This design comes from an exercise in tuning for small area and a short achievable clock period on the open sky130 flow, not from production work. Where RTL was checked, it was by simulation tests only, not by an equivalence proof against the original. Power figures rest on the tool's default switching activity, not on a simulated workload.

## topmodule
module topmodule (input clk, input reset,
	output [31:0] imem_addr, input [31:0] imem_data,
	output rf_r_we, output [2:0] rf_r_addr, output [31:0] rf_r_data,
	output rf_s_we, output [2:0] rf_s_addr, output [31:0] rf_s_data,
	output dm_we, output [3:0] dm_addr, output [7:0] dm_wdata,
	output [31:0] epc, output [1:0] cause);
Settings: LEC_CHECK=0, ABC_AREA=1, CAP_MARGIN=20, CORE_MARGIN=2, CORE_UTILIZATION=40, SETUP_SLACK_MARGIN=3.25, SLEW_MARGIN=20; clock period 6.5 ns.
standard.sh (not shown) runs the stock make flow with config.mk's settings and CLKGATE_MAP_FILE= SYNTH_SCRIPT=/design/flow/synth_recipe.tcl, a recipe that flattens the netlist after the stock synthesis.
==> flow/flow/run.sh <==
#!/bin/bash
# Own layout flow: the standard flow (standard.sh) with two layout changes: the port
# buffers are sky130_fd_sc_hd__buf_2 cells instead of the delay cells buffer_ports picks by
# default, and the clock tree uses larger sink clusters and no dummy loads. The synthesis is
# the standard one. Each step's output goes to a log file in this folder, and ORFS keeps its
# own per-step logs under orfs/logs.
set -euo pipefail
W=$(pwd)
export BUFFER_PORTS_ARGS="-buffer_cell sky130_fd_sc_hd__buf_2"
export CTS_ARGS="-sink_clustering_enable -repair_clock_nets -dont_use_dummy_load -sink_clustering_size 24 -sink_clustering_max_diameter 100"
bash standard.sh synth > $W/flow_synth.log 2>&1
bash standard.sh > $W/flow_layout.log 2>&1
The starting point went through all stages and came out clean.
Change:
- CAP_MARGIN: 20 -> 0
- SETUP_SLACK_MARGIN: 3.25 -> 3.5
- SLEW_MARGIN: 20 -> 0
Wire length came out higher slightly. Setup slack gets better by 280 ps. Clock skew came out lower by 3.9 ps. Sequential power hardly moves. Final cell count hardly moves. Via count stays flat. Final area came out higher slightly. Die area is unchanged.
Change:
- CAP_MARGIN: 0 -> 20
- SETUP_SLACK_MARGIN: 3.5 -> 4.0
- SLEW_MARGIN: 0 -> 20
=>
- The new run went through all stages and came out clean
- power went up by 0.66%
- die area is unchanged
- count of clock-buffer cells in the layout fell by 1

========
## old
Another version of the RTL of topmodule (not shown whole).
For scale: about 3,600 cells after synthesis, roughly 700 flip-flops, about 33,000 um2 of cells after synthesis.
## topmodule
module topmodule (input clk, input reset,
	output [31:0] imem_addr, input [31:0] imem_data,
	output rf_r_we, output [2:0] rf_r_addr, output [31:0] rf_r_data,
	output rf_s_we, output [2:0] rf_s_addr, output [31:0] rf_s_data,
	output dm_we, output [3:0] dm_addr, output [7:0] dm_wdata,
	output [31:0] epc, output [1:0] cause);
	reg  [31:2] pc;                  
	reg  [31:0] ir;                  
	reg  [31:2] id_pc;               
	reg  [31:2] ex_pc;
	reg  [31:0] ex_a, ex_b;          
	reg         ex_fa, ex_fb;        
	reg  [4:0]  ex_sm, ex_sn;        
	reg         ex_fc, ex_fd;
	reg  [7:0]  ex_sdat;             
	reg         ex_op1, ex_sub, ex_rb31;
	reg  [2:0]  ex_rd, ex_sd;
	reg         ex_rwe, ex_ld, ex_st;
	reg  [31:0] mem_alu;
	reg         mem_carry;
	reg  [2:0]  mem_rd, mem_sd;
	reg         mem_rwe, mem_ld, mem_st;
	reg  [3:0]  mem_addr;
	reg  [7:0]  mem_sdat;
	reg  [31:0] wb_alu;
	reg  [7:0]  wb_mem;
	reg  [2:0]  wb_rd, wb_sd;
	reg         wb_rwe, wb_swe;
	reg  [31:2] epc_q;
	reg  [1:0]  cause_q;
	reg  [31:0] rf1, rf2, rf3, rf4, rf5, rf6, rf7;
	reg  [7:0]  dm0, dm1, dm2, dm3, dm4, dm5, dm6, dm7, dm8, dm9, dm10, dm11, dm12, dm13, dm14, dm15;
	wire [4:0] sop  = ir[31:27];
	wire [4:0] rop  = ir[15:11];
	wire [4:0] func = ir[10:6];
	wire [2:0] f_rm = ir[8:6];
	wire [2:0] f_rn = ir[5:3];
	wire [2:0] f_rd = ir[2:0];
	wire [2:0] f_sm = ir[24:22];
	wire [2:0] f_sn = ir[21:19];
	wire [2:0] f_sd = ir[18:16];
	wire is_ld  = sop == 5'b01010;
	wire is_st  = sop == 5'b01011;
	wire is_br  = sop == 5'b11010;
  ...
Settings: LEC_CHECK=0, CAP_MARGIN=20, CORE_MARGIN=2, CORE_UTILIZATION=40, CTS_CLUSTER_DIAMETER=60, CTS_CLUSTER_SIZE=30, SETUP_SLACK_MARGIN=2.5, SLEW_MARGIN=20; clock period 6.5 ns.
run.sh (not shown) runs the stock make flow with config.mk's settings and CLKGATE_MAP_FILE= SYNTH_SCRIPT=/design/flow/synth_recipe.tcl, a recipe that flattens the netlist after the stock synthesis.
Stock flow here: none of the scripts above is used.
old: done, clean on timing, DRC and antenna
Setup changes, old to new
Settings: CTS_CLUSTER_DIAMETER: 60 -> unset; CTS_CLUSTER_SIZE: 30 -> unset; SETUP_SLACK_MARGIN: 2.5 -> 3.5.
The final layout from new, which completed every stage, passed the timing, DRC and antenna checks at the end of the flow. Summary — total cell area at the placement stage, new relative to old: higher, by about 0.6%. Compared with old, new shows a share of cell area taken by multi-input logic gates that is 0.68 points lower. met4 as the uppermost signal routing layer after detailed routing was reported by old, and met5 by new. Delta(clock buffer and inverter area fraction after layout, new - old) > 0.
No run of this note included a check of the RTL's function; only the layout flow was run.

[static timing again, ports no longer ideal]
In the flow no input, the clock included, has a driving cell. The finished layouts below were timed again as built, in two steps.
Step 1 sets driving cells, clkbuf_16 on the clock port and buf_2 on the other inputs (assumed; they add their load-dependent delay and slew).
Step 2 also shifts input and output timing later by t, the mid clock arrival at the registers, as if the neighbouring blocks saw the same clock.
a / b / c = ideal ports / drivers / drivers and shift; a / b = the first two.
run | t, ns | slack for setup (ns) | clock arrival spread, ns | worst register clock-pin slew, ns
the first run of note 1 | 0.649 | 3.300 / 3.300 / 2.725 | 0.120 / 0.120 | 0.10 / 0.10
the second run of note 1 | 0.650 | 3.582 / 3.516 / 2.974 | 0.117 / 0.117 | 0.10 / 0.10
the third run of note 1 | 0.643 | 3.621 / 3.553 / 3.424 | 0.115 / 0.114 | 0.11 / 0.11
old | 0.705 | 2.546 / 2.546 / 2.546 | 0.042 / 0.042 | 0.09 / 0.09
new | 0.691 | 2.995 / 2.995 / 2.919 | 0.042 / 0.043 | 0.07 / 0.07
After both steps every run listed still meets setup and hold. For the second run of note 1, which loses most, drivers alone change the setup slack by -0.066 ns; drivers and shift together by -0.608 ns.
